This design comes from an exercise in tuning for a short achievable clock period and few clock cycles on the open sky130 flow, not from production work.
Function was checked by simulation only, so behaviour that the tests miss may differ from the original.
No activity file was given, so power comes from the tool's default toggle rates.

==> run X: inputs <==
==> flow/design.v (excerpt) <==
module CPU(
    input  logic        clk,
    input  logic        rst,
    output logic [31:0] im_addr,
    input  logic [31:0] im_rdata,
    output logic [31:0] dm_addr,
    output logic [31:0] dm_wdata,
    output logic [3:0]  dm_web,
    input  logic [31:0] dm_rdata
);
make LEC_CHECK=0 ABC_CLOCK_PERIOD_IN_PS=1000 CAP_MARGIN=20 CORE_MARGIN=2 CORE_UTILIZATION=40 PLACE_DENSITY=0.6 SETUP_SLACK_MARGIN=5 SLEW_MARGIN=20 finish   # period 8.5 ns
run.sh (not shown) runs the stock make flow with config.mk's settings and CLKGATE_MAP_FILE= SYNTH_SCRIPT=/design/flow/synth_recipe.tcl, a recipe that flattens the netlist after the stock synthesis.
==> run C: changes against run X <==
--- a/flow/design.v
+++ b/flow/design.v
@@ -124,27 +124,29 @@
 logic        ex_ptk;
 logic        ex_rt, ex_rn;           
 logic [5:0]  ex_cs;                  
 logic        ex_call, ex_ret;
 logic [31:0] ex_imm;
 logic        jalr_ok;
 logic [31:0] ex_jd, ex_ju, ex_jv;      
-logic        ex_r_sum, ex_r_slt, ex_r_sltu, ex_r_xor, ex_r_or, ex_r_and, ex_r_sll, ex_r_srl, ex_r_pc4;
+logic        ex_r_slt, ex_r_sltu, ex_r_xor, ex_r_or, ex_r_and, ex_r_sll, ex_r_srl, ex_r_pc4;
 logic        ex_sub, ex_sra;
+logic        ex_r_add;               
 logic        ex_isadd;               
 logic [31:0] a, b, s;
 logic [31:0] sum;
 logic [31:0] ex_result;
 logic        cond, ex_taken;
 logic        ex_redir;
 logic [31:0] ex_tgt;
 logic [3:0]  ex_web;
 logic [31:0] ex_wdata;
 logic [31:0] mem_result;
 logic [31:0] mem_addr;
+logic [31:0] mem_resn;                
 logic [4:0]  mem_rd;
 logic        mem_regwrite;
 logic        mem_load;
 logic [2:0]  mem_f3;
 logic [3:0]  mem_web;
 logic [31:0] mem_wdata;
 logic        mem_bwe;
@@ -166,21 +168,37 @@
 always_comb begin
     for (int i = 0; i < BN; i++)
         btb_m[i] = btb_v[i] && (btb_tag[i] == {pcl[31:TL], pcl[1]});
     if_hit = btb_m[pcl[TL-1:2]];
     if_tgt = btb_tgt[pcl[TL-1:2]];
 end
 logic [31:0] pc_norm;
+logic        xr_pend, ir_pend;
+logic [31:0] xr_tgt, ir_tgt;
+always_ff @(posedge clk or posedge rst) begin
+    if (rst) begin
+        xr_pend <= 1'b0;
+        ir_pend <= 1'b0;
+    end
+    else begin
+        xr_pend <= ex_redir;
+        ir_pend <= id_late;        
+    end
+end
+always_ff @(posedge clk) begin
+    xr_tgt <= ex_tgt;
+    ir_tgt <= id_ptk ? id_pc4 : id_btgt;
+end
 always_comb begin
     if (stall)          pc_norm = pc;
     else if (id_early)  pc_norm = id_etgt;
     else if (if_hit)    pc_norm = {if_tgt, 1'b0};
     else                pc_norm = if_pc4;
-    if (ex_redir)       pc_next = ex_tgt;
-    else if (id_late)   pc_next = id_ltgt;
+    if (xr_pend)        pc_next = xr_tgt;
+    else if (ir_pend)   pc_next = ir_tgt;
     else                pc_next = pc_norm;
 end
 always_ff @(posedge clk or posedge rst) begin
     if (rst) pc <= 32'b0;
     else     pc <= pc_next;
 end
 always_ff @(posedge clk or posedge rst) begin
@@ -191,15 +209,15 @@
     if (mem_bwe) begin
         btb_tag[mem_bpc[TL-1:2]] <= {mem_bpc[31:TL], mem_bpc[1]};
         btb_tgt[mem_bpc[TL-1:2]] <= mem_btgt;
     end
 end
 always_ff @(posedge clk or posedge rst) begin
     if (rst)                              id_valid <= 1'b0;
-    else if (ex_redir || id_redir)             id_valid <= 1'b0;
+    else if (ex_redir || id_redir || xr_pend || ir_pend) id_valid <= 1'b0;
     else if (!stall)                      id_valid <= 1'b1;
 end
 always_ff @(posedge clk) begin
     if (!stall) begin
         id_pc    <= pc;
         id_instr <= im_rdata;
         id_cs    <= {im_rdata[14:12] == 3'b111, im_rdata[14:12] == 3'b110, im_rdata[14:12] == 3'b101,
@@ -322,36 +340,36 @@
     fz_eq = (fz_x == fz_c);
 end
 assign stall = id_valid && ex_load && ((id_use1 && id_e1) || (id_use2 && id_e2));
 assign id_call = (id_jal || id_jalr) && (id_rd == 5'd1 || id_rd == 5'd5);
 assign id_ret  = id_jalr && (id_rs1 == 5'd1 || id_rs1 == 5'd5) && !(id_rd == 5'd1 || id_rd == 5'd5);
 logic c_nc, c_jal, c_brr, c_brf, c_brb, c_ret;
 logic id_early, id_late;
-logic [31:0] id_etgt, id_ltgt;
+logic id_res, id_out;                 
+logic [31:0] id_etgt;
 logic [31:1] ras_top;
 assign ras_top = ras[ras_sp][31:1];
 always_comb begin
     c_nc  = !id_ctrl && id_ptk;
     c_jal = id_jal && !id_ptk;
     c_brr = id_br && id_rdy1 && id_rdy2;
     c_brf = id_br && !c_brr && fz_ok;
     c_brb = id_br && !c_brr && !fz_ok && id_instr[31] && !id_ptk;
     c_ret = id_ret && (ras_cnt != 3'd0) && (!id_ptk || (id_ptgt != ras_top));
     if (c_nc)           id_etgt = id_pc4;
     else if (c_ret)     id_etgt = {ras_top, 1'b0};
     else                id_etgt = id_btgt;
-    id_ltgt = id_ptk ? id_pc4 : id_btgt;
     id_early = id_valid && !stall && (c_nc || c_jal || c_brb || c_ret);
-    id_late  = id_valid && !stall &&
-               ((c_brr && (id_cond ^ id_ptk)) || (c_brf && (fz_eq ^ id_f3[0] ^ id_ptk)));
+    id_res   = id_valid && !stall && (c_brr || c_brf);
+    id_out   = c_brr ? id_cond : (fz_eq ^ id_f3[0]);
+    id_late  = id_res && (id_out ^ id_ptk);
     id_redir = id_early || id_late;
     if (c_nc)                            id_new_ptk = 1'b0;
     else if (c_jal || c_brb || c_ret)    id_new_ptk = 1'b1;
-    else if (c_brr)                      id_new_ptk = id_cond;
-    else if (c_brf)                      id_new_ptk = fz_eq ^ id_f3[0];
+    else if (c_brr || c_brf)             id_new_ptk = id_out;
     else                                 id_new_ptk = id_ptk;
     if (c_ret)          id_new_ptgt = ras_top;
     else                id_new_ptgt = id_ptgt;
 end
 always_ff @(posedge clk or posedge rst) begin
     if (rst) begin
         ras_sp  <= 2'd0;
@@ -405,17 +423,18 @@
     ex_load <= id_load;
     ex_store <= id_store;
     ex_regwrite <= id_regwrite;
     ex_ptk   <= id_new_ptk;
     ex_rt    <= id_br && !id_new_ptk;
     ex_rn    <= id_br && id_new_ptk;
     ex_cs    <= {id_f3 == 3'b111, id_f3 == 3'b110, id_f3 == 3'b101, id_f3 == 3'b100, id_f3 == 3'b001, id_f3 == 3'b000};
-    ex_r_sum  <= (id_oprr && (id_f3 == 3'b000)) || (id_opimm && id_f3 == 3'b000) ||
-                 id_lui || id_auipc || id_load || id_store || id_jalr || id_br;
     ex_sub    <= id_oprr && (id_f3 == 3'b000) && id_f7b5;
+    ex_r_add  <= ((id_oprr && (id_f3 == 3'b000)) || (id_opimm && id_f3 == 3'b000) ||
+                  id_lui || id_auipc || id_load || id_store || id_jalr || id_br) &&
+                 !(id_oprr && (id_f3 == 3'b000) && id_f7b5);
     ex_r_slt  <= (id_oprr || id_opimm) && (id_f3 == 3'b010) && !(id_oprr && id_f7b5);
     ex_r_sltu <= (id_oprr || id_opimm) && (id_f3 == 3'b011) && !(id_oprr && id_f7b5);
     ex_r_xor  <= (id_oprr || id_opimm) && (id_f3 == 3'b100) && !(id_oprr && id_f7b5);
     ex_r_or   <= (id_oprr || id_opimm) && (id_f3 == 3'b110) && !(id_oprr && id_f7b5);
     ex_r_and  <= (id_oprr || id_opimm) && (id_f3 == 3'b111) && !(id_oprr && id_f7b5);
     ex_r_sll  <= (id_oprr || id_opimm) && (id_f3 == 3'b001) && !(id_oprr && id_f7b5);
     ex_r_srl  <= (id_oprr || id_opimm) && (id_f3 == 3'b101);
@@ -423,37 +442,42 @@
     ex_r_pc4  <= id_jal || id_jalr;
     ex_isadd  <= (id_oprr && (id_f3 == 3'b000) && !id_f7b5) || (id_opimm && (id_f3 == 3'b000)) || id_lui || id_auipc;
 end
 assign a = ex_fa_m ? mem_result : ex_a;
 assign b = ex_fb_m ? mem_result : ex_b;
 assign s = ex_fs_m ? mem_result : ex_s;
 logic [31:0] a_add, b_add;
-assign a_add = ex_fa_mn ? ex_ax : (mem_result ^ {32{ex_sub}});
+assign a_add = ex_fa_mn ? ex_ax : ex_sub ? mem_resn : mem_result;
 assign b_add = ex_fb_m ? mem_result : ex_b;
 ks_add32 u_ex_add(.x(a_add), .y(b_add), .cin(1'b0), .s(sum));
 logic slt_eq, slt_ltu, slt_lt;
 cmp32 u_slt_cmp(.x(a), .y(b), .eq(slt_eq), .ltu(slt_ltu), .lt(slt_lt));
 always_comb begin
     ex_result = 32'b0;
-    if (ex_r_sum)  ex_result = ex_result | (sum ^ {32{ex_sub}});    
+    if (ex_r_add)  ex_result = ex_result | sum;
+    if (ex_sub)    ex_result = ex_result | ~sum;                     
     if (ex_r_slt)  ex_result = ex_result | {31'b0, slt_lt};
     if (ex_r_sltu) ex_result = ex_result | {31'b0, slt_ltu};
     if (ex_r_xor)  ex_result = ex_result | (a ^ b);
     if (ex_r_or)   ex_result = ex_result | (a | b);
     if (ex_r_and)  ex_result = ex_result | (a & b);
     if (ex_r_sll)  ex_result = ex_result | (a << b[4:0]);
     if (ex_r_srl)  ex_result = ex_result | 32'($signed({ex_sra & a[31], a}) >>> b[4:0]);
     if (ex_r_pc4)  ex_result = ex_pc4;
 end
 logic ex_eq, ex_lt, ex_ltu;
 cmp32 u_br_cmp(.x(a), .y(s), .eq(ex_eq), .ltu(ex_ltu), .lt(ex_lt));
 assign cond = (ex_cs[0] & ex_eq) | (ex_cs[1] & !ex_eq) | (ex_cs[2] & ex_lt) | (ex_cs[3] & !ex_lt) |
               (ex_cs[4] & ex_ltu) | (ex_cs[5] & !ex_ltu);
 assign ex_taken = ex_jal || (ex_br && cond);
-assign ex_redir = ex_valid && ((cond ? ex_rt : ex_rn) || (ex_jalr && !(ex_ptk && jalr_ok)));
+logic ex_out, ex_r1, ex_r0;
+assign ex_out   = ex_jalr ? !jalr_ok : cond;
+assign ex_r1    = ex_valid && (ex_rt || ex_jalr);
+assign ex_r0    = ex_valid && (ex_rn || (ex_jalr && !ex_ptk));
+assign ex_redir = ex_out ? ex_r1 : ex_r0;
 logic [31:1] jk;
 logic [31:1] jc;
 always_comb begin
     jk = a[31:1] ^ ex_jd[31:1];
     jc[1] = a[0] & ex_imm[0];
     for (int i = 2; i < 32; i++)
         jc[i] = a[i-1] ? ex_jv[i-1] : ex_ju[i-1];
@@ -499,14 +523,15 @@
         mem_regwrite <= ex_valid && ex_regwrite;
         mem_web      <= (ex_valid && ex_store) ? ex_web : 4'b1111;
         mem_bwe      <= ex_valid && (ex_taken || ex_jalr);
     end
 end
 always_ff @(posedge clk) begin
     mem_result <= ex_result;
+    mem_resn   <= ~ex_result;
     mem_addr   <= sum;
     mem_rd     <= ex_rd;
     mem_load   <= ex_load;
     mem_f3     <= ex_f3;
     mem_wdata  <= ex_wdata;
     mem_bpc    <= ex_pc;
     mem_btgt   <= ex_jalr ? sum[31:1] : ex_btgt[31:1];
==> notes <==
Against run C, the synthesized area of run X is lower by 1.3%.
In run C the non-clock buffer count is lower than in run X, by 68.
Against run C, the first-iteration DRC count of run X is larger by 0.52%.
In run C the die area is larger than in run X, by 1.3%.
Total power: run X is lower than run C (about 2.5%).
In run X the combinational power is lower than in run C, by about 3%.
In run X the clock skew is lower than in run C, by 24 ps.
==> figures <==
| quantity | run X | run C |
|---|---|---|
| Outcome | finished clean | finished clean |
| Signal arrival time at the worst endpoint | 5150 ps | 4780 ps |
| Largest net degree at the start of global routing | 131 | 106 |
| Mean post-synth cell area | 15.54 sq um | 15.58 sq um |
| Combined buffer and inverter count along the critical path | 6 | 4 |
| Highest fanout seen on the critical path | 7 | 8 |
| Count of clock-net buffers in the final layout | 548 | 508 |
| Share of the final layout cell area in multi-input gates | 0.3160 | 0.3120 |
| Min-Delay Startpoint | ex_pc[22] | ex_pc[9] |
| Number of nets in the synthesized netlist | 11444 | 11562 |
| Signal buf overhead | 0.05556 | 0.05344 |
| Crit path max-delay cell type | sky130_fd_sc_hd__dfxtp_4 | sky130_fd_sc_hd__a221o_2 |
| Critical Path Sink | pc[27] | mem_result[31] |
| Actual slew at the worst max-slew pin | 1310 ps | 1194 ps |
| Register bit count reported by yosys | 3836 | 3933 |
| Crit-path most repeated cell | sky130_fd_sc_hd__buf_4 | sky130_fd_sc_hd__buf_12 |
Testbench counts of run X, summed over its fixed seeds: cycles 108,884.
Testbench counts of run C, summed over its fixed seeds: cycles 114,600.


==> try-zinc <==
Another version of the RTL of CPU (not shown whole).
Settings: LEC_CHECK=0, ABC_CLOCK_PERIOD_IN_PS=1000, CAP_MARGIN=20, CORE_MARGIN=2, CORE_UTILIZATION=55, PLACE_DENSITY=0.75, SETUP_SLACK_MARGIN=5, SLEW_MARGIN=20; clock period 8.5 ns.
==> try-pepper: changes against try-zinc <==
Settings changed: CORE_UTILIZATION 55 to 40, PLACE_DENSITY 0.75 to 0.6.
==> flow_summary.json <==
{
  "status": "timing/DRC/antenna clean",
  "drt_iter0_drc": 21900,
  "route.met2.wl_mm": 291,
  "power.internal_mw": 42.4,
  "final_area_mm2": 0.209,
  "reg2reg_slack_ns": 4.64,
  "path_cells": "buf_12 > buf_4 > buf_8 > mux2i_4 > inv_2 > ha_4 > buf_4 > a211o_1 > a21oi_2 > and3_4 > o31a_1 > buf_6 > o21ai_4 > o41ai_4 > buf_4 > xor2_4 > nand2_1 > o21ai_1"
}
That was try-zinc.
==> flow_summary.json <==
{
  "final_area_mm2": 0.209,
  "fin_hold_ws_ns": 0.277,
  "reg2reg_slack_ns": 4.70,
  "finalMaxSlewViolations": 0,
  "power.internal_mw": 42.2,
  "drt_iter0_drc": 16500,
  "status": "timing/DRC/antenna clean",
  "route.met2.wl_mm": 301,
  "path_cells": "buf_12 > mux2i_4 > buf_12 > inv_16 > ha_4 > fa_2 > a21oi_4 > o221ai_4 > o2111ai_4 > a21oi_4 > o41ai_4 > buf_4 > xnor2_2 > xor2_1 > a221o_1 > o21a_1"
}
That was try-pepper.
Testbench counts of try-zinc, summed over its fixed seeds: cycles 114,600.
Testbench counts of try-pepper, summed over its fixed seeds: cycles 114,600.

==> static timing again, ports no longer ideal <==
The flow's constraints put no driver on any port. The routed layouts listed below were extracted and timed again, unchanged, in two steps.
Step 1 assumes that a clkbuf_16 drives the clock port and a buf_2 every other input.
Step 2, shift: input delay + t, output delay - t, t = (earliest + latest rising clock arrival at the registers) / 2. This alone moves slack from input paths to output paths.
a / b / c = ideal / step 1 / step 2; a / b = the first two.
run | t (ns) | setup WS [ns] | hold slack, ns | cell pins on the clock port's net
run X | 1.107 | 4.188 / 4.188 / 3.836 | 0.278 / 0.278 / 0.278 | 1
run C | 1.054 | 4.529 / 4.529 / 3.932 | 0.326 / 0.326 / 0.326 | 1
try-zinc | 1.053 | 4.643 / 4.643 / 3.938 | 0.304 / 0.304 / 0.304 | 1
try-pepper | 1.091 | 4.700 / 4.700 / 3.960 | 0.277 / 0.277 / 0.277 | 1
After both steps every run listed still meets setup and hold. For try-pepper, which loses most, drivers alone change the setup slack by 0.000 ns; drivers and shift together by -0.740 ns.
